What follows belongs to an exercise in optimizing a design on an open flow for small area and a short achievable clock period; a production flow would make more cautious choices.
The RTL was checked by simulation tests, not by an equivalence proof against the original design.

==> design.v <==
module pg3_pre (
    input  [15:0] a,
    input  [15:0] b,
    output [15:0] p,
    output [15:0] g,
    output [15:0] o
);
    assign p = a ^ b;
    assign g = a & b;
    assign o = a | b;
endmodule
module pg3_post #(parameter INV = 0) (
    input  [15:0] p,
    input  [15:0] g,
    input  [15:0] o,
    input  [15:0] ci,
    output [15:0] s,
    output [15:0] c
);
    wire [15:0] cc = INV ? ~ci : ci;
    assign s = p ^ cc;
    assign c = (cc & o) | (~cc & g);
endmodule
module add16 (
    input  [15:0] a,
    input  [15:0] b,
    output [15:0] s
);
    assign s = a + b;
endmodule
module question_6(
    input clk,
    input rst,
    input signed [15:0] x,
    output reg signed [15:0] y
);
    reg signed [15:0] s1, s2, s3;
    wire [15:0] y_sh1 = {y[15], y[15:1]};
    wire [15:0] y_sh2 = {y[15], y[15], y[15:2]};
    wire [15:0] p1, g1, o1, p2, g2, o2;
    wire [15:0] ss1, cc1, ss2, cc2;
    wire [15:0] y_n, s1_n, s2_n;
    pg3_pre pre1 (.a(s2), .b(y_sh1), .p(p1), .g(g1), .o(o1));
    pg3_pre pre2 (.a(s3), .b(y_sh2), .p(p2), .g(g2), .o(o2));
    pg3_post #(.INV(1)) post1 (.p(p1), .g(g1), .o(o1), .ci(x), .s(ss1), .c(cc1));
    pg3_post #(.INV(0)) post2 (.p(p2), .g(g2), .o(o2), .ci(x), .s(ss2), .c(cc2));
    add16 add_y  (.a(x),   .b(s1),                .s(y_n));
    add16 add_s1 (.a(ss1), .b({cc1[14:0], 1'b1}), .s(s1_n));
    add16 add_s2 (.a(ss2), .b({cc2[14:0], 1'b0}), .s(s2_n));
    always @(posedge clk or posedge rst) begin
        if (rst) begin
            s1 <= 16'sd0;
            s2 <= 16'sd0;
            s3 <= 16'sd0;
            y  <= 16'sd0;
        end else begin
            y  <= y_n;
            s1 <= s1_n;
            s2 <= s2_n;
            s3 <= y;
        end
    end
endmodule
==> flow/run.sh <==
#!/bin/bash
# Own flow: the standard synthesis, then the combinational logic re-mapped by
# ABC with a delay target (flow/remap.tcl), then the standard layout steps.
# Each tool's output goes to a log file of its own in this folder.
set -euo pipefail
W=$(pwd)
R=$W/orfs/results/$FLOW_PLATFORM/question_6/base
D=$(cat flow/abc_delay_ps)

bash standard.sh synth > $W/log_1_standard_synth.txt 2>&1
cp $R/1_2_yosys.v $W/standard_synth.v

sed "s/{D}/$D/g" flow/abc_remap.script > $W/abc_remap.script
printf "set_driving_cell sky130_fd_sc_hd__buf_1\nset_load 5\n" > $W/abc_remap.constr
REMAP_IN=$W/standard_synth.v REMAP_OUT=$W/remap.v REMAP_SCRIPT=$W/abc_remap.script \
REMAP_CONSTR=$W/abc_remap.constr \
LIB_FILE=$FLOW_HOME/platforms/$FLOW_PLATFORM/lib/sky130_fd_sc_hd__tt_025C_1v80.lib \
  yosys -c flow/remap.tcl > $W/log_2_remap_yosys.txt 2>&1
# keep only the top module (the cell definitions were read from the library)
awk -v top="$FLOW_TOP" '$1=="module" && index($2, top "(")==1 {f=1} f{print} /^endmodule/{f=0}' $W/remap.v.all > $W/remap.v
cp $W/remap.v $R/1_2_yosys.v
rm -f $R/1_synth.odb $R/1_synth.sdc

export BUFFER_PORTS_ARGS="-buffer_cell sky130_fd_sc_hd__buf_2"
export CTS_ARGS="-sink_clustering_enable -repair_clock_nets -buf_list sky130_fd_sc_hd__clkbuf_4 -root_buf sky130_fd_sc_hd__clkbuf_8 -sink_clustering_size 16 -dont_use_dummy_load"
bash standard.sh finish > $W/log_3_standard_layout.txt 2>&1
==> flow/abc_delay_ps <==
1400
==> flow/abc_remap.script <==
strash
dch
map -D {D}
strash
dch
map -D {D}
topo
stime -c
buffer -c
upsize -c -D {D}
dnsize -c -D {D}
==> flow/remap.tcl <==
# Re-map the combinational logic of the standard synthesis netlist with ABC,
# using a delay target, so that ABC recovers area off the critical paths
# instead of upsizing every gate. Flip-flops are kept as they are (same
# instances, names and cell types).
# env: REMAP_IN REMAP_OUT REMAP_SCRIPT LIB_FILE
yosys -import
set lib $::env(LIB_FILE)
read_liberty -lib $lib
read_verilog $::env(REMAP_IN)
read_liberty -overwrite -ignore_miss_func $lib
hierarchy -top $::env(FLOW_TOP)
set seq {}
foreach c [regexp -all -inline {sky130_fd_sc_hd__df[a-z0-9_]+} [read [open $::env(REMAP_IN)]]] {
  if {[lsearch $seq $c] < 0} { lappend seq $c }
}
setattr -mod -set keep_hierarchy 1 {*}$seq
flatten
select $::env(FLOW_TOP)
opt_clean
# cells the platform marks don't-use (probe and low-power-flow cells)
set dont_use {}
foreach {m c} [regexp -all -inline {cell\s*\(\s*"?(sky130_fd_sc_hd__(?:lpflow_|probe)[A-Za-z0-9_]*)} [read [open $lib]]] {
  lappend dont_use -dont_use $c
}
abc -liberty $lib {*}$dont_use -script $::env(REMAP_SCRIPT) -constr $::env(REMAP_CONSTR)
opt_clean -purge
hilomap -singleton -hicell sky130_fd_sc_hd__conb_1 HI -locell sky130_fd_sc_hd__conb_1 LO
insbuf -buf sky130_fd_sc_hd__buf_4 A X
opt_clean -purge
tee -o $::env(REMAP_OUT).stat stat -liberty $lib
write_verilog -noattr -nohex -nodec -selected $::env(REMAP_OUT).all
==> standard.sh <==
#!/bin/bash
# synth_recipe.tcl (not shown) runs the flow's synth.tcl, then flattens the netlist and writes it again
# the make line also repeats each setting of config.mk as NAME=value (left out here)
make -C /OpenROAD-flow-scripts/flow DESIGN_CONFIG=/design/flow/config.mk WORK_HOME=/design/flow/orfs CLKGATE_MAP_FILE= SYNTH_SCRIPT=/design/flow/synth_recipe.tcl "${@:-finish}"
==> config.mk <==
export PLATFORM = sky130hd
export DESIGN_NAME = question_6
export DESIGN_NICKNAME = question_6
export VERILOG_FILES = /design/flow/design.v
export SDC_FILE = /design/flow/constraint.sdc
export NUM_CORES = 4
export LEC_CHECK = 0
export CAP_MARGIN = 20
export CORE_MARGIN = 2
export CORE_UTILIZATION = 40
export CTS_BUF_LIST = sky130_fd_sc_hd__clkbuf_8
export CTS_CLUSTER_SIZE = 24
export SETUP_SLACK_MARGIN = 2.5
export SLEW_MARGIN = 20
export TNS_END_PERCENT = 100
==> constraint.sdc <==
create_clock -name core_clock -period 5.0 [get_ports {clk}]
set_input_delay 1.0000 -clock core_clock [delete_from_list [all_inputs] [get_ports {clk}]]
set_output_delay 1.0000 -clock core_clock [all_outputs]
set_load 0.01 [all_outputs]
==> flow_summary.ini, run 1 <==
[critical_path]
cp_num_buf_inv = 3
arrival_ns = 2.68
max_stage_delay_ns = 0.21
cp_slowest_cell = nor3_4
cpMostUsedCell = nand2_1
path_cells = clkbuf_4 -> inv_2 -> o21ai_4 -> o21ai_2 -> o21ai_2 -> or2_4 -> nand2_4 -> nor3_4 -> nand3_2 -> a31oi_4 -> buf_4 -> nor2_1 -> nand2_1 -> nand2_1 -> nand2_1 -> nand2_1
reg2reg_to = s1[15]
r2r_setup_slack_ns = 2.74
reg2reg_from = y[7]
crit_fanout = 5
worstSetupPathType = input port to register
crit_family = simple AND/OR/NAND/NOR gates
worstSetupStartpointType = input port
end_kind = register
cp.required_ns = 5.26
r2r_cells = 14

[sta]
min_period_ns = 2.42
fin_ws_ns = 2.58
rsz0062_at_grt = true
setup_viol = 0
holdWs_ns = 0.373
finalMaxSlewViolations = 0
fmax_ghz = 0.414
relSlewSlack_pct = 52.4
post-route-period-util_pct = 48.3
finalClockSkew_ns = 0.0182
final_hold_viol_count = 0
tightestPinTransition_ns = 0.715
fin_tns_setup_ns = 0

[die]
io_pins = 34
initial_utilization_pct = 41.2
rows = 39
die_area_um2 = 12700
die_h_um = 113
coreArea_um2 = 11500
die_w_um = 113

[layout]
mostFrequentLayoutCell = nand2_1
final_area_um2 = 5370
layout_common_cells = 145 x nand2_1, 118 x nor2_1, 90 x inv_1
utilization_pct = 46.8
syn2layout_area_growth_pct = 13.5
finalNetCount = 746
fill_cells = 1153
drive_above_1_share_pct = 18.9
antenna_cells = 0

[global_route]
grt_max_degree = 54
grt_pass1_wl_um = 18400
grt_pass1_vias = 4068
grt-ovfl-total = 0
grtUsageTotal_pct = 18.1
grt_antenna_before_repair = 0

[yosys]
netlist_area_um2 = 4730
syn-num-nets = 704
yosysWarnings = 1
synthCells = 686
avgSynthCellArea_um2 = 6.89

[clock_network]
root_buffer = clkbuf_8
hold_buffers = 0
htree_levels = 3
ctsLongestPathBuffers = 2
clk_pin_slew_ns = 0.08
clock_latency_ns = 0.37
cts.sinks = 64
cts_tree = done
cts_buffers = 9

[worst_hold_path]
whs_endpoint = s3[0]
worstHoldStart = y[0]
hold_path_depth = 0
hold_path.class = register to register

[route]
viasPerCell = 4.92
first_pass_iters = 5
drtIter0Drc = 201
drcViolationCount = 0
postRouteAntennaNets = 0
wl_um = 11000
vias = 4277
wire_per_inst_um = 12.7

[placed_design]
place_area_um2 = 4960
dp_slack_ns = 2.12
dp_hpwl_um = 8320
port_buffers = 33
gp_congestion = 0.860

[job]
drv_cap = 0

[run_status]
status = finished clean
==> metrics by stage <==
step	cells
finish	869
global route	869
CTS	855
detailed placement	846
global placement	846
floorplan	686
==> sequential cells by signal, indices dropped and copies added (netlist names) <==
signal,count
s1,16
s2,16
y,16
s3,16
==> worst reg2reg max path, delay by kind of cell, from the launching register on <==
family / cells / cell delay, ns
simple gates: 9 / 1.13
flops: 1 / 0.47
compound gates: 4 / 0.58
buf+inv: 1 / 0.05
==> timing repair <==
item,in CTS,in global routing
gates resized for setup,0,47
setup endpoints to repair,0,19
buffers inserted,0,14
==> layout make-up <==
| type | instances | area (um2) | share of cell area [%] |
|---|---|---|---|
| multi-input cells | 503 | 2790 | 52.0 |
| flip-flops and latches | 64 | 1600 | 29.9 |
| inverters | 102 | 389 | 7.25 |
| repair buffers | 48 | 283 | 5.27 |
| well taps | 143 | 179 | 3.33 |
| clock buffers | 9 | 124 | 2.31 |
==> per-layer routing <==
layer | vias up | share of wire, % | global-route usage (%)
li1 | 2234 | - | -
met1 | 1966 | 46 | 22.5
met2 | 66 | 49 | 31.3
met3 | 11 | 3.8 | 4.77
met4 | 0 | 1.2 | 4.55
met5 | - | 0 | 0
==> how the worst max path moves through the flow <==
stage               startpoint  endpoint  slack, ns  cells after the start
detailed placement        x[0]     y[15]       2.12                     14
floorplan                 x[6]    s1[15]       2.51                     13
CTS                       x[0]     y[15]       2.51                     14
global route              x[2]    s2[14]       2.46                     13
global placement          x[0]     y[15]       2.17                     14
finish                   x[10]    s2[13]       2.58                     16
==> run 2, diff against run 1 <==
==> flow/abc_delay_ps (replaced) <==
1600
==> run 2 against run 1 <==
Clock-buffer cell count unchanged. Global-route usage down 0.81 points. Core utilization grew 3.7 points. Highest routed layer unchanged. Wire length is 4.2% lower. Critical endpoint is now y[11]. Critical path type unchanged. Critical path depth rose by 1. Non-clock buffer count grew 14. Clock skew up 0.0027 ns. Flip-flop and latch count did not move.
==> flow_summary.ini, run 2 <==
[run_status]
status = finished clean

[global_route]
gr-usage-met2_pct = 29.9
grt_pass1_wl_um = 17200
grt_antenna_before_repair = 0
grt-ovfl-total = 0
grtUsageTotal_pct = 17.3
grt_pass1_vias = 3850
use_met1_pct = 21.1
grt_max_degree = 37
busiest_layer = met2
use_met3_pct = 3.06

[yosys]
synthCells = 652
yosysWarnings = 1
netlist_area_um2 = 4560
avgSynthCellArea_um2 = 6.99
syn-num-nets = 670

[die]
coreArea_um2 = 11000
die_h_um = 111
rows = 38
die_area_um2 = 12300
initial_utilization_pct = 41.5
die_w_um = 111
io_pins = 34

[layout]
final_area_um2 = 5550
layout_common_cells = 119 x nor2_1, 113 x nand2_1, 97 x inv_1
antenna_cells = 0
mostFrequentLayoutCell = nor2_1
utilization_pct = 50.5
drive_above_1_share_pct = 23.5
syn2layout_area_growth_pct = 21.6
finalNetCount = 725

[critical_path]
worstSetupPathType = input port to register
end_kind = register
cp.required_ns = 5.29
arrival_ns = 2.78
crit_fanout = 6
worstSetupStartpointType = input port

[sta]
fin_tns_setup_ns = 0
fmax_ghz = 0.401
relSlewSlack_pct = 56.0
rsz0062_at_grt = true
post-route-period-util_pct = 49.9
final_hold_viol_count = 0
tightestPinTransition_ns = 0.659
min_period_ns = 2.50
setup_viol = 0
fin_ws_ns = 2.50
finalClockSkew_ns = 0.0208
finalMaxSlewViolations = 0

[placed_design]
dp_slack_ns = 1.91
port_buffers = 33
place_area_um2 = 4850
dp_hpwl_um = 7500
gp_congestion = 0.856

[route]
postRouteAntennaNets = 0
vias = 4052
drtIter0Drc = 138
viasPerCell = 4.80
wire_per_inst_um = 12.5
wl_um = 10500
first_pass_iters = 4
drcViolationCount = 0

[clock_network]
hold_buffers = 0
cts.sinks = 64
root_buffer = clkbuf_8
clock_latency_ns = 0.36
clk_pin_slew_ns = 0.07
ctsLongestPathBuffers = 2
cts_tree = done
htree_levels = 3
cts_buffers = 9

[job]
drv_cap = 0

[worst_hold_path]
hold_path.class = register to register
[run 2: cell types whose count changed in the layout (fill, tap and decap cells not counted), sizes merged, moves of 4 or more]
cell / before / now
buf: 47 / 60
nand3: 13 / 23
nand4: 11 / 4
or2: 13 / 4
xor2: 39 / 43
o22ai: 8 / 3
a21oi: 27 / 35
nand2: 157 / 132
[run 2: final cells by class]
cell class / instances / area [um2]
inverters: 103 / 414
repair buffers: 62 / 438
well taps: 140 / 175
clock buffers: 9 / 124
fillers: 1038 / 5440
flip-flops and latches: 64 / 1610
multi-input cells: 467 / 2790
[run 2: final timing paths]
path	start	to	slack [ns]	cells past startpoint
worst max-delay path	x[1]	y[11]	2.50	17
worst min-delay path	y[0]	s3[0]	0.40	0
worst max register to register	y[6]	s1[15]	2.63	14
worst min register to register	y[0]	s3[0]	0.40	0
max in group asynchronous	rst	y[6]	3.33	3
min in group asynchronous	rst	s2[12]	0.73	2
[run 2: through the flow]
stage / hold WS (ns) / cells
after CTS: 0.396 / 829
after detailed placement: 0.367 / 808
after global routing: 0.406 / 845
final: 0.396 / 845
after global placement: 0.360 / 808
after floorplan: 0.373 / 652
[run 2: layer usage]
layer	wire length [um]	share of wire, %	up-vias
met1	4750	45	1875
met2	5270	50	46
met4	170	1.6	0
met3	340	3.2	12
li1	-	-	2119
met5	0	0	-
[run 2: repair_timing]
item	CTS	global route
cloned	0	0
buffers inserted	12	16
resized for setup	31	66
pin swaps	19	36
setup endpoints to repair	16	17
[run 2: worst max-delay path: stages]
cell     delay, ns
buf_12        0.11
nand2_8       0.05
a21oi_4       0.17
nand2_2       0.06
o21ai_2       0.08
nand2_2       0.07
nand2_2       0.07
nand2_2       0.06
nand2_4       0.08
a21oi_4       0.06
o21ai_4       0.15
nand2_2       0.09
a21oi_4       0.17
a21oi_4       0.11
a21oi_4       0.18
buf_6         0.12
xor2_1        0.13
==> run 3, diff against run 2 <==
==> flow/abc_delay_ps (replaced) <==
1100
==> run 3 against run 2 <==
Wire length up 20%. Core utilization down 6.2 points. Hold slack lost 0.0096 ns. Register-to-register slack better by 0.19 ns. Global-route usage grew 1.7 points. Clock-buffer cell count stayed put. Maximum frequency increased by 6.5%. Design area grew 1.6%. Flip-flop and latch count stayed put. Setup slack improved by 0.15 ns. Critical path type unchanged. Largest cell class unchanged.
==> flow_summary.ini, run 3 <==
[global_route]
grt_pass1_vias = 4640
grt-ovfl-total = 0
grtUsageTotal_pct = 18.9
grt_antenna_before_repair = 0
grt_max_degree = 65
grt_pass1_wl_um = 21500

[clock_network]
root_buffer = clkbuf_8
ctsLongestPathBuffers = 2
cts_buffers = 9
ctsResizeCount = 0
cts_tree = done
post_cts_buffers = 0
htree_levels = 3
clock_latency_ns = 0.37
clk_pin_slew_ns = 0.07
cts.sinks = 64
hold_buffers = 0

[critical_path]
worstSetupPathType = input port to register
cp-endpoint = s2[14]
r2r_setup_slack_ns = 2.82
cp-startpoint = x[10]
cp.required_ns = 5.23
reg2reg_from = y[10]
arrival_ns = 2.58
r2r_cells = 9
crit_fanout = 6
worstSetupStartpointType = input port
reg2reg_to = s2[14]
end_kind = register

[sta]
fin_tns_setup_ns = 0
finalMaxSlewViolations = 0
setup_viol = 0
fmax_ghz = 0.427
min_period_ns = 2.34
final_hold_viol_count = 0
finalClockSkew_ns = 0.0200
rsz0062_at_grt = false
relSlewSlack_pct = 43.2
tightestPinTransition_ns = 0.852
post-route-period-util_pct = 46.9

[worst_hold_path]
hold_path.class = register to register
hold_path_depth = 0

[yosys]
netlist_area_um2 = 5250
yosysWarnings = 1
synthCells = 772
avgSynthCellArea_um2 = 6.80
syn-num-nets = 790

[layout]
drive_above_1_share_pct = 12.9
syn2layout_area_growth_pct = 7.44
finalNetCount = 817
fill_cells = 1328
multi_input_area_um2 = 3110
utilization_pct = 44.3
mostFrequentLayoutCell = nand2_1
layout_common_cells = 202 x nand2_1, 96 x inv_1, 90 x nor2_1
antenna_cells = 0
regArea_um2 = 1600

[job]
drv_cap = 0

[route]
drcViolationCount = 0
wl_um = 12600
viasPerCell = 5.10
postRouteAntennaNets = 0
first_pass_iters = 5
wire_per_inst_um = 13.0
vias = 4942
drtIter0Drc = 347

[die]
coreArea_um2 = 12700
die_w_um = 119
die_h_um = 119
initial_utilization_pct = 41.3
die_area_um2 = 14100
rows = 41
io_pins = 34

[placed_design]
port_buffers = 33
gp_congestion = 0.873
dp_hpwl_um = 9840

[run_status]
status = finished clean
## run 3: per-stage QoR
stage / hold WS, ns / setup WS (ns) / std cells / area [um2]
2_1_floorplan: 0.370 / 2.63 / 772 / 5250
3_3_place_gp: 0.357 / 2.31 / 960 / 5510
3_5_place_dp: 0.356 / 2.29 / 960 / 5510
4_1_cts: 0.388 / 2.67 / 969 / 5630
5_1_grt: 0.414 / 2.50 / 969 / 5640
6_report: 0.386 / 2.66 / 969 / 5640
## run 3: metal layers
layer	track usage (%)	routed length, um
met5	0	0
met3	2.65	419
met4	7.51	218
met2	31.3	5900
met1	24.9	6080
## run 3: worst min path at each step
stage | startpoint | to | slack, ns
3_3_place_gp | y[0] | s3[0] | 0.36
5_1_grt | y[0] | s3[0] | 0.41
4_1_cts | y[0] | s3[0] | 0.39
6_report | y[0] | s3[0] | 0.39
2_1_floorplan | y[15] | s3[15] | 0.37
3_5_place_dp | y[0] | s3[0] | 0.36
## run 3: critical path, stage by stage
cell and delay [ns]:
buf_2 0.15, inv_2 0.09, o21ai_2 0.22, o21ai_1 0.14, nand3_1 0.21, nand2_1 0.11, nor2_1 0.17, a41oi_2 0.19
o211ai_1 0.21, nand2_1 0.10
## run 3: final cells by class
cell class / instances / area share, %
Sequential cell: 64 / 28.4
Timing Repair Buffer: 34 / 3.06
Tap cell: 172 / 3.82
Multi-Input combinational cell: 582 / 55.2
Inverter: 108 / 7.30
Clock buffer: 9 / 2.20
==> run 4, diff against run 3 <==
==> flow/abc_delay_ps (replaced) <==
1000
==> run 4 against run 3 <==
Largest cell class unchanged. Final cell count rose by 3.2%. Still clean on timing, DRC and antenna.
==> flow_summary.ini, run 4 <==
[die]
rows = 42
initial_utilization_pct = 40.9
io_pins = 34
die_area_um2 = 14500
die_w_um = 120
coreArea_um2 = 13200
die_h_um = 120

[global_route]
grt_antenna_before_repair = 0
grt_pass1_vias = 4707
grt_pass1_wl_um = 22500
grt_max_degree = 34
grt-ovfl-total = 0
grtUsageTotal_pct = 19.4

[layout]
finalNetCount = 844
mostFrequentLayoutCell = nand2_1
syn2layout_area_growth_pct = 7.13
drive_above_1_share_pct = 13.3
antenna_cells = 0
layout_common_cells = 220 x nand2_1, 87 x nand3_1, 83 x nor2_1

[route]
drtIter0Drc = 291
viasPerCell = 5.09
wl_um = 13200
first_pass_iters = 5
vias = 5089
postRouteAntennaNets = 0
wire_per_inst_um = 13.2
drcViolationCount = 0

[sta]
relSlewSlack_pct = 48.2
finalMaxSlewViolations = 0
final_hold_viol_count = 0
fmax_ghz = 0.436
setup_viol = 0
min_period_ns = 2.29
fin_tns_setup_ns = 0
finalClockSkew_ns = 0.0125
post-route-period-util_pct = 45.9
rsz0062_at_grt = false
tightestPinTransition_ns = 0.775
holdWs_ns = 0.387

[placed_design]
dp_hpwl_um = 10400
gp_congestion = 0.865
port_buffers = 33

[clock_network]
cts.sinks = 64
clk_pin_slew_ns = 0.07
htree_levels = 3
root_buffer = clkbuf_8
ctsLongestPathBuffers = 2
cts_buffers = 9
post_cts_buffers = 0
cts_tree = done
clock_latency_ns = 0.35

[yosys]
yosysWarnings = 1
synthCells = 802
avgSynthCellArea_um2 = 6.76
netlist_area_um2 = 5420
syn-num-nets = 820

[worst_hold_path]
hold_path.class = register to register

[critical_path]
worstSetupStartpointType = input port
cp.required_ns = 5.24
max_stage_delay_ns = 0.24
path_cells = buf_2 -> inv_2 -> a21oi_2 -> nand3_1 -> a21oi_4 -> nand4_4 -> nand3_2 -> a31oi_1 -> o211ai_1 -> nand3_1
worstSetupPathType = input port to register
cpMostUsedCell = nand3_1
arrival_ns = 2.53
cp_slowest_cell = a21oi_4
crit_fanout = 6
end_kind = register

[job]
drv_cap = 0

[run_status]
status = finished clean
run 4: changes by cell type in the layout (fill, tap and decap cells not counted), moves of 5 or more:
cell     previous run  this run
a21oi_1            23        31
inv_1              96        81
nand2_1           202       220
nand3_1            69        87
nand3_2             8        13
nor2_1             90        83
o21ai_0            29        21
xor2_1             31        26
run 4: routing by layer:
metal  wire, um  up-vias  GRT usage [%]
li1           -     2700              -
met3        396       13           2.36
met4        200        0           6.32
met1       6580     2314           26.7
met5          0        -              0
met2       6010       62           31.7
run 4: critical path: cells and delay by family:
family / cells / cell delay [ns]
AO/OA/AOI/OAI: 4 / 0.73
AND/OR/NAND/NOR: 4 / 0.58
buffers and inverters: 2 / 0.21
run 4: stage by stage:
step / util [%] / cell area (um2) / std cells / worst slack (ns)
final: 43.9 / 5810 / 1000 / 2.71
after global routing: 43.9 / 5810 / 1000 / 2.53
after CTS: 43.8 / 5800 / 1000 / 2.67
after detailed placement: 42.8 / 5670 / 991 / 2.27
after global placement: 42.8 / 5670 / 991 / 2.30
after floorplan: - / 5430 / 802 / 2.66
run 4: final cells by class:
| cell class | count | area [um2] |
|---|---|---|
| Clock buffer | 9 | 124 |
| Timing Repair Buffer | 34 | 173 |
| Multi-Input combinational cell | 626 | 3350 |
| Inverter | 91 | 345 |
| Fill cell | 1442 | 7430 |
| Sequential cell | 64 | 1600 |
| Tap cell | 176 | 220 |
run 4: what timing repair did:
item / CTS / global route
endpoints found under the setup margin: 0 / 3
hold buffers: 0 / 0
resized for setup: 0 / 2
run 4: final timing paths:
path | endpoint | slack, ns | cells past startpoint | from
setup / recovery | s2[15] | 2.71 | 10 | x[0]
hold / removal | s3[0] | 0.39 | 0 | y[0]
setup reg to reg | s2[15] | 2.88 | 9 | y[4]
hold reg to reg | s3[0] | 0.39 | 0 | y[0]
max in group asynchronous | s2[1] | 3.29 | 3 | rst
min in group asynchronous | s3[8] | 0.77 | 2 | rst
==> run 5, diff against run 4 <==
==> flow/abc_delay_ps (replaced) <==
1400
--- a/config.mk
+++ b/config.mk
@@ -10,6 +10,6 @@
 export CORE_UTILIZATION = 40
 export CTS_BUF_LIST = sky130_fd_sc_hd__clkbuf_8
 export CTS_CLUSTER_SIZE = 24
-export SETUP_SLACK_MARGIN = 2.5
+export SETUP_SLACK_MARGIN = 2.6
 export SLEW_MARGIN = 20
 export TNS_END_PERCENT = 100
==> run 5 against run 4 <==
Die area decreased by 12%. Highest routed layer unchanged. Critical path type unchanged. Via count down 14%. Global-route usage decreased by 1.1 points. Hold slack lost 0.0096 ns. Maximum frequency fell by 3.8%. Area after synthesis decreased by 13%. Core utilization up 6.9 points.
==> flow_summary.ini, run 5 <==
[die]
die_w_um = 113
rows = 39
io_pins = 34
die_h_um = 113
coreArea_um2 = 11500
initial_utilization_pct = 41.2
die_area_um2 = 12700

[route]
drtIter0Drc = 150
wl_um = 11800
postRouteAntennaNets = 0
first_pass_iters = 4
drcViolationCount = 0
wire_per_inst_um = 13.3
vias = 4383
viasPerCell = 4.95

[yosys]
synthCells = 686
yosysWarnings = 1
avgSynthCellArea_um2 = 6.89
syn-num-nets = 704
netlist_area_um2 = 4730

[global_route]
grt_antenna_before_repair = 0
grt_pass1_wl_um = 18600
grt_pass1_vias = 4068
grt_max_degree = 36
grt-ovfl-total = 0
grtUsageTotal_pct = 18.3

[clock_network]
cts.sinks = 64
root_buffer = clkbuf_8
hold_buffers = 0
cts_tree = done
ctsLongestPathBuffers = 2
htree_levels = 3
clk_pin_slew_ns = 0.06
clock_latency_ns = 0.36
cts_buffers = 9

[layout]
regArea_um2 = 1610
drive_above_1_share_pct = 25.9
fill_cells = 1092
multi_input_area_um2 = 3040
finalNetCount = 762
antenna_cells = 0
layout_common_cells = 129 x nand2_1, 112 x nor2_1, 86 x inv_1
syn2layout_area_growth_pct = 23.2
mostFrequentLayoutCell = nand2_1

[sta]
tightestPinTransition_ns = 0.712
finalMaxSlewViolations = 0
relSlewSlack_pct = 52.4
setup_viol = 0
final_hold_viol_count = 0
min_period_ns = 2.39
fin_tns_setup_ns = 0
fmax_ghz = 0.419
finalClockSkew_ns = 0.0155
post-route-period-util_pct = 47.7
rsz0062_at_grt = true

[critical_path]
end_kind = register
crit_fanout = 6
worstSetupPathType = input port to register
worstSetupStartpointType = input port
r2r_cells = 11
arrival_ns = 2.66
cp.required_ns = 5.28

[worst_hold_path]
hold_path_depth = 0
hold_path.class = register to register

[placed_design]
dp_hpwl_um = 8470
port_buffers = 33
gp_congestion = 0.853

[job]
drv_cap = 0

[run_status]
status = finished clean
==> run 5: path summary, 6_finish.rpt <==
path | startpoint | end | slack, ns
setup / recovery | x[7] | s2[12] | 2.61
hold reg to reg | y[0] | s3[0] | 0.38
max in group asynchronous | rst | y[6] | 3.31
setup reg to reg | y[4] | s2[12] | 2.65
min in group asynchronous | rst | s1[12] | 0.75
hold / removal | y[0] | s3[0] | 0.38
==> run 5: stage by stage <==
stage          hold WS, ns  util, %  cell area [um2]  cells  setup slack [ns]
3_3_place_gp         0.358     43.4             4980    846              2.17
2_1_floorplan        0.388        -             4760    686              2.58
5_1_grt              0.397     50.8             5830    885              2.49
3_5_place_dp         0.362     43.4             4980    846              2.10
4_1_cts              0.378     45.0             5160    858              2.58
6_report             0.378     50.8             5830    885              2.61
==> run 5: what timing repair did <==
item,in CTS,in global routing
endpoints found under the setup margin,4,21
resized for setup,7,134
setup buffers,3,27
pin swaps,5,52
==> run 5: worst max-delay path: stages <==
cell,delay (ns)
clkbuf_4,0.16
inv_2,0.06
nor2_2,0.11
nor2_2,0.06
a22oi_2,0.19
or2_4,0.19
nand4_1,0.25
a41oi_4,0.38
buf_6,0.14
xor2_1,0.13
==> run 5: area by class of cell <==
type / instances / share of cell area [%]
multi-input combinational: 503 / 52.1
sequential: 64 / 27.6
timing repair buffer: 64 / 8.27
inverter: 102 / 6.85
tap: 143 / 3.07
clock buffer: 9 / 2.13
==> run 5: per-layer routing <==
| layer | vias up | wire, um | GRT usage [%] | share of wire [%] |
|---|---|---|---|---|
| met5 | - | 0 | 0 | 0 |
| met4 | 0 | 146 | 4.88 | 1.2 |
| met3 | 12 | 471 | 4.87 | 4.0 |
| met2 | 57 | 5920 | 31.0 | 50 |
| met1 | 2035 | 5220 | 23.1 | 44 |
| li1 | 2279 | - | - | - |
==> run 6, diff against run 5 <==
==> flow/abc_delay_ps (replaced) <==
1200
--- a/config.mk
+++ b/config.mk
@@ -10,6 +10,6 @@
 export CORE_UTILIZATION = 40
 export CTS_BUF_LIST = sky130_fd_sc_hd__clkbuf_8
 export CTS_CLUSTER_SIZE = 24
-export SETUP_SLACK_MARGIN = 2.6
+export SETUP_SLACK_MARGIN = 2.7
 export SLEW_MARGIN = 20
 export TNS_END_PERCENT = 100
==> run 6 against run 5 <==
Synthesized cell count is 4.7% higher. Clock-buffer cell count stayed put. Register-to-register slack better by 0.09 ns. Clock skew is 0.0053 ns higher. Setup slack better by 0.038 ns. Critical path type unchanged.
==> flow_summary.ini, run 6 <==
[run_status]
status = finished clean

[worst_hold_path]
whs_endpoint = s3[0]
worstHoldStart = y[0]
hold_path_depth = 0
hold_path.class = register to register

[sta]
final_hold_viol_count = 0
fin_tns_setup_ns = 0
finalClockSkew_ns = 0.0207
post-route-period-util_pct = 47.0
relSlewSlack_pct = 47.7
finalMaxSlewViolations = 0
setup_viol = 0
fmax_ghz = 0.426
min_period_ns = 2.35
tightestPinTransition_ns = 0.782
rsz0062_at_grt = true

[yosys]
netlist_area_um2 = 4800
synthCells = 718
syn-num-nets = 736
yosysWarnings = 1
avgSynthCellArea_um2 = 6.68

[route]
drcViolationCount = 0
wire_per_inst_um = 13.8
drtIter0Drc = 218
postRouteAntennaNets = 0
first_pass_iters = 6
vias = 4817
viasPerCell = 5.22
wl_um = 12700

[layout]
syn2layout_area_growth_pct = 27.4
mostFrequentLayoutCell = nand2_1
drive_above_1_share_pct = 27.6
finalNetCount = 800
antenna_cells = 0
layout_common_cells = 158 x nand2_1, 91 x nor2_1, 86 x inv_1
final_cells = 923
fill_cells = 1085

[global_route]
grtUsageTotal_pct = 19.5
grt_pass1_wl_um = 20000
grt_antenna_before_repair = 0
grt_pass1_vias = 4435
grt-ovfl-total = 0
grt_max_degree = 34

[clock_network]
hold_buffers = 0
root_buffer = clkbuf_8
cts_buffers = 9
htree_levels = 3
clk_pin_slew_ns = 0.08
ctsLongestPathBuffers = 2
clock_latency_ns = 0.37
cts_tree = done
cts.sinks = 64

[critical_path]
max_stage_delay_ns = 0.24
r2r_cells = 12
crit_fanout = 8
r2r_setup_slack_ns = 2.74
cp.required_ns = 5.24
reg2reg_from = y[7]
reg2reg_to = s2[11]
end_kind = register
arrival_ns = 2.58
cp-startpoint = x[3]
worstSetupPathType = input port to register
cp_slowest_cell = a31oi_4
path_cells = buf_4 -> inv_2 -> nand2_2 -> a31oi_4 -> xor2_2 -> nand4_1 -> buf_4 -> nand4_1 -> nand4_1 -> nand2_1 -> nand2_1 -> nand3_1 -> nand2_1
worstSetupStartpointType = input port
cp_num_buf_inv = 3
crit_family = simple AND/OR/NAND/NOR gates

[placed_design]
dp_hpwl_um = 8850
dp_cells = 877
port_buffers = 33
gp_congestion = 0.895

[die]
die_w_um = 113
initial_utilization_pct = 41.5
rows = 39
die_area_um2 = 12900
die_h_um = 113
io_pins = 34
coreArea_um2 = 11600

[job]
drv_cap = 0
==> run 6: worst max path at each step <==
stage             end  cells after the start
2_1_floorplan  s2[15]                     10
3_3_place_gp   s2[15]                     10
3_5_place_dp   s2[15]                     10
4_1_cts        s2[11]                     13
5_1_grt        s2[11]                     14
6_report       s2[11]                     13
==> run 6: worst reg2reg max path, cell delays in order (launching register included) <==
cell and delay, ns:
dfrtp_2 0.46, nor2_2 0.23, o21ai_4 0.09, a22oi_2 0.21, xor2_2 0.22, nand4_1 0.18
buf_4 0.18, nand4_1 0.14, nand4_1 0.10, nand2_1 0.10, nand2_1 0.06, nand3_1 0.07
nand2_1 0.08
==> run 6: per-layer routing <==
metal  GRT usage (%)  part of all wire [%]
met1            25.0                    44
met2            32.2                    50
met3            4.68                   4.0
met4            6.67                   2.7
met5               0                     0
==> run 6: timing repair <==
action	CTS	global route
pin swaps	21	68
setup buffers	13	24
gates cloned	0	0
setup endpoints to repair	13	25
gates resized for setup	26	153
==> run 6: layout make-up <==
| class | count | area [um2] | share of cell area (%) |
|---|---|---|---|
| multi-input cells | 538 | 3280 | 53.7 |
| well taps | 143 | 179 | 2.93 |
| clock buffers | 9 | 124 | 2.03 |
| flip-flops and latches | 64 | 1610 | 26.3 |
| repair buffers | 71 | 523 | 8.56 |
| inverters | 98 | 399 | 6.53 |
==> run 6: per-stage QoR <==
step                      instance area [um2]  hold WS [ns]  worst slack (ns)  util [%]
after detailed placement                 5080         0.364              2.14      43.9
after floorplan                          4870         0.370              2.55         -
after CTS                                5410         0.390              2.69      46.7
after global placement                   5080         0.358              2.19      43.9
after global routing                     6110         0.410              2.52      52.8
final                                    6110         0.385              2.65      52.8
==> run 7, diff against run 6 <==
--- a/config.mk
+++ b/config.mk
@@ -10,6 +10,6 @@
 export CORE_UTILIZATION = 40
 export CTS_BUF_LIST = sky130_fd_sc_hd__clkbuf_8
 export CTS_CLUSTER_SIZE = 24
-export SETUP_SLACK_MARGIN = 2.7
+export SETUP_SLACK_MARGIN = 2.3
 export SLEW_MARGIN = 20
 export TNS_END_PERCENT = 100
==> run 7 against run 6 <==
Maximum frequency fell by 5.8%. Wire length down 12%. Via count shrank 6.5%. First-iteration DRC count up 43%. Core utilization shrank 8.3 points. Critical path type unchanged. Largest cell class unchanged.
==> flow_summary.ini, run 7 <==
[yosys]
yosysWarnings = 1
syn-num-nets = 736
synthCells = 718
netlist_area_um2 = 4800
avgSynthCellArea_um2 = 6.68

[critical_path]
cpMostUsedCell = nand4_2
worstSetupPathType = input port to register
cp.required_ns = 5.24
end_kind = register
arrival_ns = 2.74
max_stage_delay_ns = 0.24
worstSetupStartpointType = input port
path_cells = buf_2 -> inv_2 -> o21ai_1 -> a22oi_2 -> xor2_2 -> nand4_1 -> nand4_2 -> nand4_2 -> a31oi_1 -> o211ai_1
crit_fanout = 6
cp_slowest_cell = a22oi_2

[route]
drtIter0Drc = 312
wl_met2_um = 5340
postRouteAntennaNets = 0
vias = 4505
wire_per_inst_um = 12.7
viasPerCell = 5.08
drcViolationCount = 0
wl_met1_um = 5230
dr.max_layer_used = met4
first_pass_iters = 5
wl_um = 11200
wl_met3_um = 465

[die]
coreArea_um2 = 11600
die_area_um2 = 12900
io_pins = 34
initial_utilization_pct = 41.5
die_w_um = 113
die_h_um = 113
rows = 39

[sta]
fin_tns_setup_ns = 0
finalMaxSlewViolations = 0
rsz0062_at_grt = false
min_period_ns = 2.49
fmax_ghz = 0.401
tightestPinTransition_ns = 0.866
post-route-period-util_pct = 49.9
setup_viol = 0
relSlewSlack_pct = 42.2
final_hold_viol_count = 0
finalClockSkew_ns = 0.0184

[global_route]
grt_pass1_wl_um = 19000
grt_pass1_vias = 4205
grt-ovfl-total = 0
grt_antenna_before_repair = 0
grt_max_degree = 40
grtUsageTotal_pct = 18.7

[layout]
syn2layout_area_growth_pct = 7.25
finalNetCount = 763
mostFrequentLayoutCell = nand2_1
layout_common_cells = 184 x nand2_1, 113 x nor2_1, 94 x inv_1
drive_above_1_share_pct = 9.29
antenna_cells = 0
fill_cells = 1187

[clock_network]
ctsLongestPathBuffers = 2
cts_buffers = 9
clock_latency_ns = 0.37
ctsResizeCount = 0
cts_tree = done
cts.sinks = 64
clk_pin_slew_ns = 0.07
htree_levels = 3
post_cts_buffers = 0
hold_buffers = 0
root_buffer = clkbuf_8

[placed_design]
gp_congestion = 0.953
dp_hpwl_um = 8850
port_buffers = 33

[run_status]
status = finished clean

[worst_hold_path]
hold_path.class = register to register

[job]
drv_cap = 0
-- run 7: cell types whose count changed in the layout (fill, tap and decap cells not counted), sizes merged --
cell / change
clkinv: -2
inv: +3
buf: -36
clkbuf: -1
clkinvlp: -1
-- run 7: final timing paths --
path	start	endpoint	slack (ns)	cells after the start
min	y[0]	s3[0]	0.38	0
max in group asynchronous	rst	s3[5]	3.33	3
min reg2reg	y[0]	s3[0]	0.38	0
min in group asynchronous	rst	s3[13]	0.81	2
max	x[5]	s2[15]	2.51	10
max reg2reg	y[7]	s2[15]	2.73	9
-- run 7: worst max-delay path: cells and delay by family --
kind / cells / cell delay, ns
AOI/OAI and AO/OA: 4 / 0.69
and+or+nand+nor: 3 / 0.56
buffers and inverters: 2 / 0.24
xor gates and xnor gates: 1 / 0.23
-- run 7: metal layers --
metal  vias up  track usage [%]
met1      2054             23.4
met3        15             5.05
met4         0             6.50
met2        70             31.2
li1       2366                -
met5         -                0
-- run 7: through the flow --
step           setup slack [ns]  cells  hold slack (ns)  cell area [um2]  utilization, %
2_1_floorplan              2.40    718            0.370             4800               -
3_3_place_gp               2.17    877            0.360             5020            43.4
3_5_place_dp               2.11    877            0.358             5020            43.4
4_1_cts                    2.49    886            0.384             5140            44.5
5_1_grt                    2.31    886            0.403             5140            44.5
6_report                   2.51    886            0.381             5140            44.5
-- run 7: layout make-up --
class	instances	area (um2)	share of cell area (%)
sequential	64	1600	31.1
multi-input combinational	538	2700	52.5
clock buffer	9	124	2.41
inverter	98	368	7.15
tap	143	179	3.48
timing repair buffer	34	173	3.36
==> run 8, diff against run 7 <==
==> flow/abc_delay_ps (replaced) <==
1100
--- a/config.mk
+++ b/config.mk
@@ -10,6 +10,6 @@
 export CORE_UTILIZATION = 40
 export CTS_BUF_LIST = sky130_fd_sc_hd__clkbuf_8
 export CTS_CLUSTER_SIZE = 24
-export SETUP_SLACK_MARGIN = 2.3
+export SETUP_SLACK_MARGIN = 2.4
 export SLEW_MARGIN = 20
 export TNS_END_PERCENT = 100
==> run 8 against run 7 <==
Design area is 9.4% higher. Critical endpoint is now s1[15]. Critical path depth unchanged. Clock-buffer cell count is the same.
==> flow_summary.ini, run 8 <==
[run_status]
status = finished clean

[worst_hold_path]
hold_path.class = register to register

[global_route]
use_met1_pct = 24.3
grt_pass1_wl_um = 21600
gr-usage-met2_pct = 31.8
grt_antenna_before_repair = 0
use_met3_pct = 5.07
grt-ovfl-total = 0
busiest_layer = met2
grt_pass1_vias = 4743
grtUsageTotal_pct = 19.2
grt_max_degree = 46

[sta]
rsz0062_at_grt = false
fin_tns_setup_ns = 0
tightestPinTransition_ns = 0.830
min_period_ns = 2.37
finalMaxSlewViolations = 0
final_hold_viol_count = 0
setup_viol = 0
fmax_ghz = 0.421
relSlewSlack_pct = 44.7
post-route-period-util_pct = 47.5
finalClockSkew_ns = 0.0188

[die]
coreArea_um2 = 12700
io_pins = 34
die_h_um = 119
die_w_um = 119
die_area_um2 = 14100
initial_utilization_pct = 41.3
rows = 41

[route]
first_pass_iters = 5
drcViolationCount = 0
vias = 4954
postRouteAntennaNets = 0
wl_um = 12800
viasPerCell = 5.11
drtIter0Drc = 311
wire_per_inst_um = 13.2

[yosys]
netlist_area_um2 = 5250
avgSynthCellArea_um2 = 6.80
syn-num-nets = 790
synthCells = 772
yosysWarnings = 1

[placed_design]
dp_hpwl_um = 10100
port_buffers = 33
gp_congestion = 0.903

[layout]
layout_common_cells = 202 x nand2_1, 96 x inv_1, 90 x nor2_1
drive_above_1_share_pct = 12.8
mostFrequentLayoutCell = nand2_1
syn2layout_area_growth_pct = 7.25
finalNetCount = 817
utilization_pct = 44.2
antenna_cells = 0

[clock_network]
root_buffer = clkbuf_8
cts.sinks = 64
ctsResizeCount = 0
clock_latency_ns = 0.36
cts_tree = done
clk_pin_slew_ns = 0.06
htree_levels = 3
post_cts_buffers = 0
cts_buffers = 9
ctsLongestPathBuffers = 2
hold_buffers = 0

[critical_path]
arrival_ns = 2.62
end_kind = register
crit_fanout = 8
cp.required_ns = 5.24
worstSetupStartpointType = input port
worstSetupPathType = input port to register

[job]
drv_cap = 0
run 8: cell count changes in the layout (fill, tap and decap cells not counted), sizes merged, moves of 4 or more:
cell | before | now
and2 | 6 | 1
o21ai | 59 | 53
a21boi | 0 | 5
inv | 98 | 105
nor2 | 114 | 93
nand2 | 184 | 208
nand3 | 30 | 79
nor3 | 8 | 4
run 8: area by class of cell:
cell class	instances	area [um2]
Clock buffer	9	124
Fill cell	1308	7090
Inverter	108	407
Multi-Input combinational cell	582	3110
Sequential cell	64	1600
Tap cell	172	215
Timing Repair Buffer	34	173
run 8: critical path: stages:
cell	delay, ns
buf_2	0.15
o21ai_1	0.25
o21ai_0	0.19
o211ai_2	0.14
nand2_1	0.12
a31oi_1	0.24
nand3_1	0.21
nand3_1	0.15
o2bb2ai_1	0.12
nand2_1	0.06
run 8: layer usage:
| layer | up-vias | share of wire [%] |
|---|---|---|
| li1 | 2569 | - |
| met4 | 0 | 1.3 |
| met5 | - | 0 |
| met1 | 2294 | 48 |
| met3 | 15 | 3.6 |
| met2 | 76 | 47 |
run 8: final timing paths:
path,start,to,slack (ns),cells past startpoint
max reg2reg,y[9],s1[15],2.83,9
max,x[7],s1[15],2.63,10
min reg2reg,y[0],s3[0],0.38,0
min,y[0],s3[0],0.38,0
min in group asynchronous,rst,s3[1],0.76,2
max in group asynchronous,rst,s2[3],3.45,3
run 8: metrics by stage:
stage          cell area [um2]  setup WS (ns)  instances  hold slack [ns]
4_1_cts                   5630           2.61        969            0.389
3_3_place_gp              5500           2.29        960            0.362
5_1_grt                   5630           2.42        969            0.396
6_report                  5630           2.63        969            0.381
3_5_place_dp              5500           2.24        960            0.372
2_1_floorplan             5250           2.40        772            0.370
==> run 9, diff against run 8 <==
==> flow/abc_delay_ps (replaced) <==
1200
--- a/config.mk
+++ b/config.mk
@@ -10,6 +10,7 @@
 export CORE_UTILIZATION = 40
 export CTS_BUF_LIST = sky130_fd_sc_hd__clkbuf_8
 export CTS_CLUSTER_SIZE = 24
-export SETUP_SLACK_MARGIN = 2.4
+export PLACE_DENSITY = 0.85
+export SETUP_SLACK_MARGIN = 2.5
 export SLEW_MARGIN = 20
 export TNS_END_PERCENT = 100
==> run 9 against run 8 <==
Sequential share of layout area is 1.7 points higher. Hold slack improved by 0.0065 ns. Largest cell class unchanged. Design area shrank 5.7%. Global-route usage fell by 0.91 points. Clock-buffer cell count stayed put. Area after synthesis decreased by 8.6%. Critical path depth unchanged. Setup slack worse by 0.038 ns. Critical path type unchanged.
==> flow_summary.ini, run 9 <==
[run_status]
status = finished clean

[yosys]
netlist_area_um2 = 4800
synthCells = 718
yosysWarnings = 1
syn-num-nets = 736
avgSynthCellArea_um2 = 6.68

[clock_network]
cts_tree = done
ctsLongestPathBuffers = 2
root_buffer = clkbuf_8
cts.sinks = 64
htree_levels = 3
clk_pin_slew_ns = 0.07
cts_buffers = 9
clock_latency_ns = 0.37

[global_route]
grt_antenna_before_repair = 0
grtUsageTotal_pct = 18.3
grt_max_degree = 65
grt_pass1_vias = 4321
grt-ovfl-total = 0
grt_pass1_wl_um = 18700

[layout]
mostFrequentLayoutCell = nand2_1
fill_cells = 1150
syn2layout_area_growth_pct = 10.7
drive_above_1_share_pct = 13.0
final_area_um2 = 5310
finalNetCount = 765
antenna_cells = 0
utilization_pct = 45.9
layout_common_cells = 182 x nand2_1, 105 x nor2_1, 93 x inv_1

[placed_design]
dp_hpwl_um = 8450
gp_congestion = 0.882
port_buffers = 33
dp_slack_ns = 2.16
place_area_um2 = 5020

[critical_path]
cp_num_buf_inv = 2
arrival_ns = 2.63
max_stage_delay_ns = 0.25
worstSetupStartpointType = input port
end_kind = register
crit_fanout = 6
worstSetupPathType = input port to register
cp.required_ns = 5.22
cp_slowest_cell = a31oi_4
crit_family = compound AO/OA/AOI/OAI gates
path_cells = buf_2 -> inv_4 -> o21ai_2 -> a22oi_2 -> xor2_2 -> nand4_1 -> nand4_2 -> nand4_4 -> a31oi_4 -> o211ai_1

[sta]
holdWs_ns = 0.387
setup_viol = 0
rsz0062_at_grt = true
post-route-period-util_pct = 48.2
fmax_ghz = 0.415
finalClockSkew_ns = 0.0313
min_period_ns = 2.41
tightestPinTransition_ns = 0.826
final_hold_viol_count = 0
relSlewSlack_pct = 45.0
fin_ws_ns = 2.59
finalMaxSlewViolations = 0
fin_tns_setup_ns = 0

[die]
io_pins = 34
rows = 39
die_h_um = 113
die_w_um = 113
coreArea_um2 = 11600
die_area_um2 = 12900
initial_utilization_pct = 41.5

[job]
drv_cap = 0

[route]
viasPerCell = 5.15
vias = 4575
first_pass_iters = 5
wire_per_inst_um = 12.5
postRouteAntennaNets = 0
drcViolationCount = 0
wl_um = 11100
drtIter0Drc = 205

[worst_hold_path]
hold_path.class = register to register
==> run 9: cell type report <==
| class | instances | area [um2] | share of cell area, % |
|---|---|---|---|
| multi-input combinational | 538 | 2840 | 53.4 |
| sequential | 64 | 1600 | 30.2 |
| inverter | 98 | 374 | 7.05 |
| timing repair buffer | 36 | 194 | 3.65 |
| tap | 143 | 179 | 3.37 |
| clock buffer | 9 | 124 | 2.33 |
==> run 9: per-stage QoR <==
stage / cells
2_1_floorplan: 718
3_3_place_gp: 877
3_5_place_dp: 877
4_1_cts: 886
5_1_grt: 888
6_report: 888
==> run 9: per-layer routing <==
metal,wire (um),share of wire (%),up-vias,global-route usage [%]
met5,0,0,-,0
met4,105,0.95,0,5.45
met3,608,5.5,12,5.21
met2,5510,50,101,31.8
met1,4850,44,2090,22.0
li1,-,-,2372,-
==> run 9: path summary, 6_finish.rpt <==
path / depth (start not counted) / endpoint / slack, ns / from
max: 10 / s2[15] / 2.59 / x[5]
min: 0 / s3[0] / 0.39 / y[0]
max reg2reg: 11 / s1[15] / 2.74 / y[2]
min reg2reg: 0 / s3[0] / 0.39 / y[0]
max in group asynchronous: 3 / s1[5] / 3.56 / rst
min in group asynchronous: 3 / y[12] / 0.90 / rst
==> run 9: repair_timing <==
| action | 4_1_cts | 5_1_grt |
|---|---|---|
| hold buffers | 0 | 0 |
| endpoints found under the setup margin | 1 | 17 |
| pin swaps | 0 | 13 |
| resized for setup | 1 | 37 |
| cloned | 0 | 0 |
| setup buffers | 0 | 2 |
==> run 9: worst reg2reg max path: stages (launching register included) <==
cell and delay, ns:
dfrtp_1 0.47, or2_1 0.27, nand2_1 0.10, o22ai_1 0.12
o21ai_2 0.17, nand2_1 0.15, a21oi_2 0.22, nand3_1 0.15
o2111ai_2 0.13, nand4_1 0.18, o2bb2ai_1 0.16, nand2_1 0.05
==> run 10, diff against run 9 <==
--- a/config.mk
+++ b/config.mk
@@ -10,7 +10,6 @@
 export CORE_UTILIZATION = 40
 export CTS_BUF_LIST = sky130_fd_sc_hd__clkbuf_8
 export CTS_CLUSTER_SIZE = 24
-export PLACE_DENSITY = 0.85
 export SETUP_SLACK_MARGIN = 2.5
 export SLEW_MARGIN = 20
 export TNS_END_PERCENT = 100
==> run 10 against run 9 <==
Hold slack worse by 0.011 ns. Area after synthesis unchanged. Design area is 0.57% higher. Maximum frequency up 1.7%. Synthesized cell count did not move. Critical path type unchanged. Largest cell class unchanged.
==> flow_summary.ini, run 10 <==
[layout]
multi_input_area_um2 = 2830
regArea_um2 = 1600
layout_common_cells = 184 x nand2_1, 113 x nor2_1, 92 x inv_1
utilization_pct = 46.2
drive_above_1_share_pct = 12.7
fill_cells = 1164
antenna_cells = 0
mostFrequentLayoutCell = nand2_1
final_area_um2 = 5340
syn2layout_area_growth_pct = 11.3
finalNetCount = 770

[clock_network]
clock_latency_ns = 0.36
ctsLongestPathBuffers = 2
htree_levels = 3
cts_tree = done
root_buffer = clkbuf_8
clk_pin_slew_ns = 0.06
cts_buffers = 9
cts.sinks = 64

[yosys]
synthCells = 718
netlist_area_um2 = 4800
yosysWarnings = 1
avgSynthCellArea_um2 = 6.68
syn-num-nets = 736

[route]
drcViolationCount = 0
viasPerCell = 5.11
wl_um = 11400
vias = 4564
wire_per_inst_um = 12.7
postRouteAntennaNets = 0
drtIter0Drc = 236
first_pass_iters = 5

[die]
die_h_um = 113
die_w_um = 113
die_area_um2 = 12900
coreArea_um2 = 11600
io_pins = 34
rows = 39
initial_utilization_pct = 41.5

[sta]
final_hold_viol_count = 0
finalClockSkew_ns = 0.0144
finalMaxSlewViolations = 0
post-route-period-util_pct = 47.5
relSlewSlack_pct = 35.3
fmax_ghz = 0.421
rsz0062_at_grt = true
tightestPinTransition_ns = 0.968
setup_viol = 0
min_period_ns = 2.37
fin_tns_setup_ns = 0

[run_status]
status = finished clean

[job]
drv_cap = 0

[critical_path]
crit_fanout = 7
cp.required_ns = 5.22
reg2reg_from = y[7]
worstSetupPathType = input port to register
arrival_ns = 2.59
r2r_cells = 10
reg2reg_to = s1[14]
r2r_setup_slack_ns = 2.70
end_kind = register
worstSetupStartpointType = input port

[global_route]
grtUsageTotal_pct = 18.9
grt_antenna_before_repair = 0
grt_pass1_vias = 4305
grt_pass1_wl_um = 19200
grt_max_degree = 41
grt-ovfl-total = 0

[worst_hold_path]
worstHoldStart = y[0]
hold_path.class = register to register
whs_endpoint = s3[0]
hold_path_depth = 0

[placed_design]
dp_hpwl_um = 8770
place_area_um2 = 5020
port_buffers = 33
gp_congestion = 0.954
==> run 10: per-stage QoR <==
step / std cells / setup slack (ns) / hold slack (ns)
6_report: 893 / 2.63 / 0.376
3_5_place_dp: 877 / 2.15 / 0.364
5_1_grt: 893 / 2.46 / 0.399
4_1_cts: 886 / 2.52 / 0.381
2_1_floorplan: 718 / 2.51 / 0.370
3_3_place_gp: 877 / 2.16 / 0.358
==> run 10: how the worst max path moves through the flow <==
stage / start / to / slack, ns / depth (start not counted)
finish: x[1] / s2[15] / 2.63 / 11
global route: x[3] / s2[15] / 2.46 / 9
CTS: x[1] / s2[15] / 2.52 / 11
detailed placement: x[1] / s2[15] / 2.15 / 11
global placement: x[5] / s2[15] / 2.16 / 10
floorplan: x[3] / s2[15] / 2.51 / 10
==> run 10: repair_timing <==
action	in CTS	in global routing
gates resized for setup	0	35
hold endpoints to repair	0	0
hold buffers	0	0
setup buffers	0	7
setup endpoints to repair	0	16
==> run 10: layer usage <==
layer,up-vias,track usage (%),share of wire [%]
met1,2085,23.9,47
met5,-,0,0
li1,2379,-,-
met2,82,31.5,47
met4,0,8.62,2.1
met3,18,3.24,4.1
==> run 10: layout make-up <==
class                           instances  area share, %
Sequential cell                        64           30.0
Inverter                               98           7.01
Clock buffer                            9           2.32
Multi-Input combinational cell        538           52.9
Tap cell                              143           3.35
Timing Repair Buffer                   41           4.38
==> run 10: critical path: stages <==
cell and delay (ns):
buf_6 0.11, inv_2 0.06, o21ai_2 0.05, o21ai_2 0.16, nand2_1 0.11, a21oi_2 0.21, nand4_1 0.22, nand4_2 0.20
nand4_4 0.14, a31oi_4 0.22, o211ai_1 0.11
==> run 11, diff against run 10 <==
==> flow/abc_remap.script (replaced) <==
strash
dch
map -D {D}
strash
dch
map -D {D}
topo
==> run 11 against run 10 <==
Sequential share of layout area fell by 0.91 points. Via count rose by 2.0%. Register-to-register slack got worse by 0.10 ns. Design area rose by 3.3%.
==> flow_summary.ini, run 11 <==
[critical_path]
end_kind = register
crit_fanout = 6
cp.required_ns = 5.24
crit_family = simple AND/OR/NAND/NOR gates
cp_num_buf_inv = 2
cpMostUsedCell = nand4_1
arrival_ns = 2.71
max_stage_delay_ns = 0.26
worstSetupStartpointType = input port
path_cells = buf_12 -> clkinv_8 -> o21ai_4 -> a22oi_2 -> xor2_2 -> nand4_1 -> nand4_1 -> nand4_1 -> a31oi_1 -> o211ai_1
cp_slowest_cell = a31oi_1
worstSetupPathType = input port to register

[layout]
mostFrequentLayoutCell = nand2_1
layout_common_cells = 175 x nand2_1, 109 x nor2_1, 89 x clkinv_1
utilization_pct = 48.1
antenna_cells = 0
drive_above_1_share_pct = 18.8
syn2layout_area_growth_pct = 17.0
finalNetCount = 779

[route]
wl_met2_um = 5820
viasPerCell = 5.16
wl_met1_um = 5300
wl_met3_um = 458
first_pass_iters = 4
dr.max_layer_used = met4
postRouteAntennaNets = 0
wire_per_inst_um = 13.0
vias = 4655
drtIter0Drc = 204
drcViolationCount = 0
wl_um = 11700

[run_status]
status = finished clean

[clock_network]
clk_pin_slew_ns = 0.08
cts.sinks = 64
root_buffer = clkbuf_8
cts_tree = done
clock_latency_ns = 0.36
hold_buffers = 0
htree_levels = 3
ctsLongestPathBuffers = 2
cts_buffers = 9

[die]
die_area_um2 = 12700
die_w_um = 113
rows = 39
initial_utilization_pct = 41.1
die_h_um = 113
io_pins = 34
coreArea_um2 = 11500

[yosys]
avgSynthCellArea_um2 = 6.60
netlist_area_um2 = 4720
syn-num-nets = 733
synthCells = 715
yosysWarnings = 1

[sta]
fmax_ghz = 0.405
final_hold_viol_count = 0
fin_tns_setup_ns = 0
finalClockSkew_ns = 0.0171
relSlewSlack_pct = 36.9
finalMaxSlewViolations = 0
setup_viol = 0
min_period_ns = 2.47
rsz0062_at_grt = true
post-route-period-util_pct = 49.4
tightestPinTransition_ns = 0.944

[job]
drv_cap = 0

[placed_design]
gp_congestion = 0.861
port_buffers = 33
dp_hpwl_um = 8850

[global_route]
grtUsageTotal_pct = 19.0
grt_pass1_vias = 4332
grt_max_degree = 43
grt_antenna_before_repair = 0
grt_pass1_wl_um = 19500
grt-ovfl-total = 0

[worst_hold_path]
hold_path.class = register to register
[run 11: changes by cell type in the layout (fill, tap and decap cells not counted), moves of 6 or more]
cell and delta:
buf_4 +10, clkinv_1 +89, inv_1 -92, nand2_1 -9
nand2_2 +9, o21ai_0 +6, o21ai_1 -11
[run 11: final cells by class]
cell class | count | area, um2
fill | 1155 | 5950
multi-input combinational | 538 | 2910
sequential | 64 | 1600
inverter | 98 | 382
timing repair buffer | 50 | 318
tap | 143 | 179
clock buffer | 9 | 124
[run 11: worst register-to-register path, delay by kind of cell (launching register included)]
| family | cells | cell delay [ns] |
|---|---|---|
| DFF | 1 | 0.46 |
| and+or+nand+nor | 5 | 1.22 |
| AOI/OAI and AO/OA | 3 | 0.43 |
| xor gates and xnor gates | 1 | 0.16 |
[run 11: worst paths after layout]
| check | from | to | slack (ns) | cells after the start |
|---|---|---|---|---|
| hold reg to reg | y[0] | s3[0] | 0.38 | 0 |
| hold / removal | y[0] | s3[0] | 0.38 | 0 |
| setup reg to reg | y[5] | s2[15] | 2.60 | 9 |
| setup / recovery | x[5] | s2[15] | 2.53 | 10 |
| min in group asynchronous | rst | s3[15] | 0.85 | 2 |
| max in group asynchronous | rst | s2[8] | 3.25 | 3 |
[run 11: metrics by stage]
stage / instances / area [um2] / worst slack, ns / hold slack, ns
after floorplan: 715 / 4720 / 2.51 / 0.388
after global placement: 877 / 4960 / 1.85 / 0.358
after detailed placement: 877 / 4960 / 1.83 / 0.355
after CTS: 894 / 5220 / 2.46 / 0.382
after global routing: 902 / 5520 / 2.40 / 0.392
final: 902 / 5520 / 2.53 / 0.378
[run 11: per-layer routing]
metal	global-route usage, %	vias to the layer above
met5	0	-
li1	-	2416
met4	6.26	0
met1	24.4	2154
met3	3.46	12
met2	32.5	73
[run 11: what timing repair did]
item | 4_1_cts | 5_1_grt
setup endpoints to repair | 18 | 22
cloned | 0 | 0
setup buffers | 8 | 8
resized for setup | 26 | 79
pin swaps | 14 | 25

static timing again, ports no longer ideal:
The flow's constraints put no driver on any port. The routed layouts listed below were extracted and timed again, unchanged, in two steps.
Step 1 (the two cells are an assumption about what drives the block):
set clk [get_ports {clk}]
set_driving_cell -lib_cell sky130_fd_sc_hd__clkbuf_16 $clk
set_driving_cell -lib_cell sky130_fd_sc_hd__buf_2 [delete_from_list [all_inputs] $clk]
Step 2 moves the port delays by t, midway between the first and last clock arrival at a register: inputs arrive t later, outputs are due t later. That takes back most of the time a late clock gives input paths.
Three values: ideal, step 1, step 2; two values: the first two.
run | shift t [ns] | setup slack, ns | worst setup path at the end | worst data-port slew with drivers (ns) | pins driven straight from the clock port
run 1 | 0.391 | 2.583 / 2.592 / 2.201 | input to register | 0.03 | 1
run 2 | 0.385 | 2.505 / 2.475 / 2.091 | input to register | 0.07 | 1
run 3 | 0.390 | 2.657 / 2.670 / 2.280 | input to register | 0.03 | 1
run 4 | 0.383 | 2.705 / 2.717 / 2.334 | input to register | 0.03 | 1
run 5 | 0.384 | 2.614 / 2.603 / 2.219 | input to register | 0.06 | 1
run 6 | 0.388 | 2.652 / 2.651 / 2.264 | input to register | 0.06 | 1
run 7 | 0.391 | 2.507 / 2.523 / 2.132 | input to register | 0.03 | 1
run 8 | 0.390 | 2.626 / 2.643 / 2.253 | input to register | 0.03 | 1
run 9 | 0.390 | 2.588 / 2.591 / 2.201 | input to register | 0.04 | 1
run 10 | 0.387 | 2.627 / 2.630 / 2.243 | input to register | 0.04 | 1
run 11 | 0.382 | 2.529 / 2.515 / 2.133 | input to register | 0.06 | 1
After both steps setup and hold are still met in every run listed. The setup slack of run 2, which loses most, moves by -0.030 ns with the drivers and by -0.414 ns with both steps.
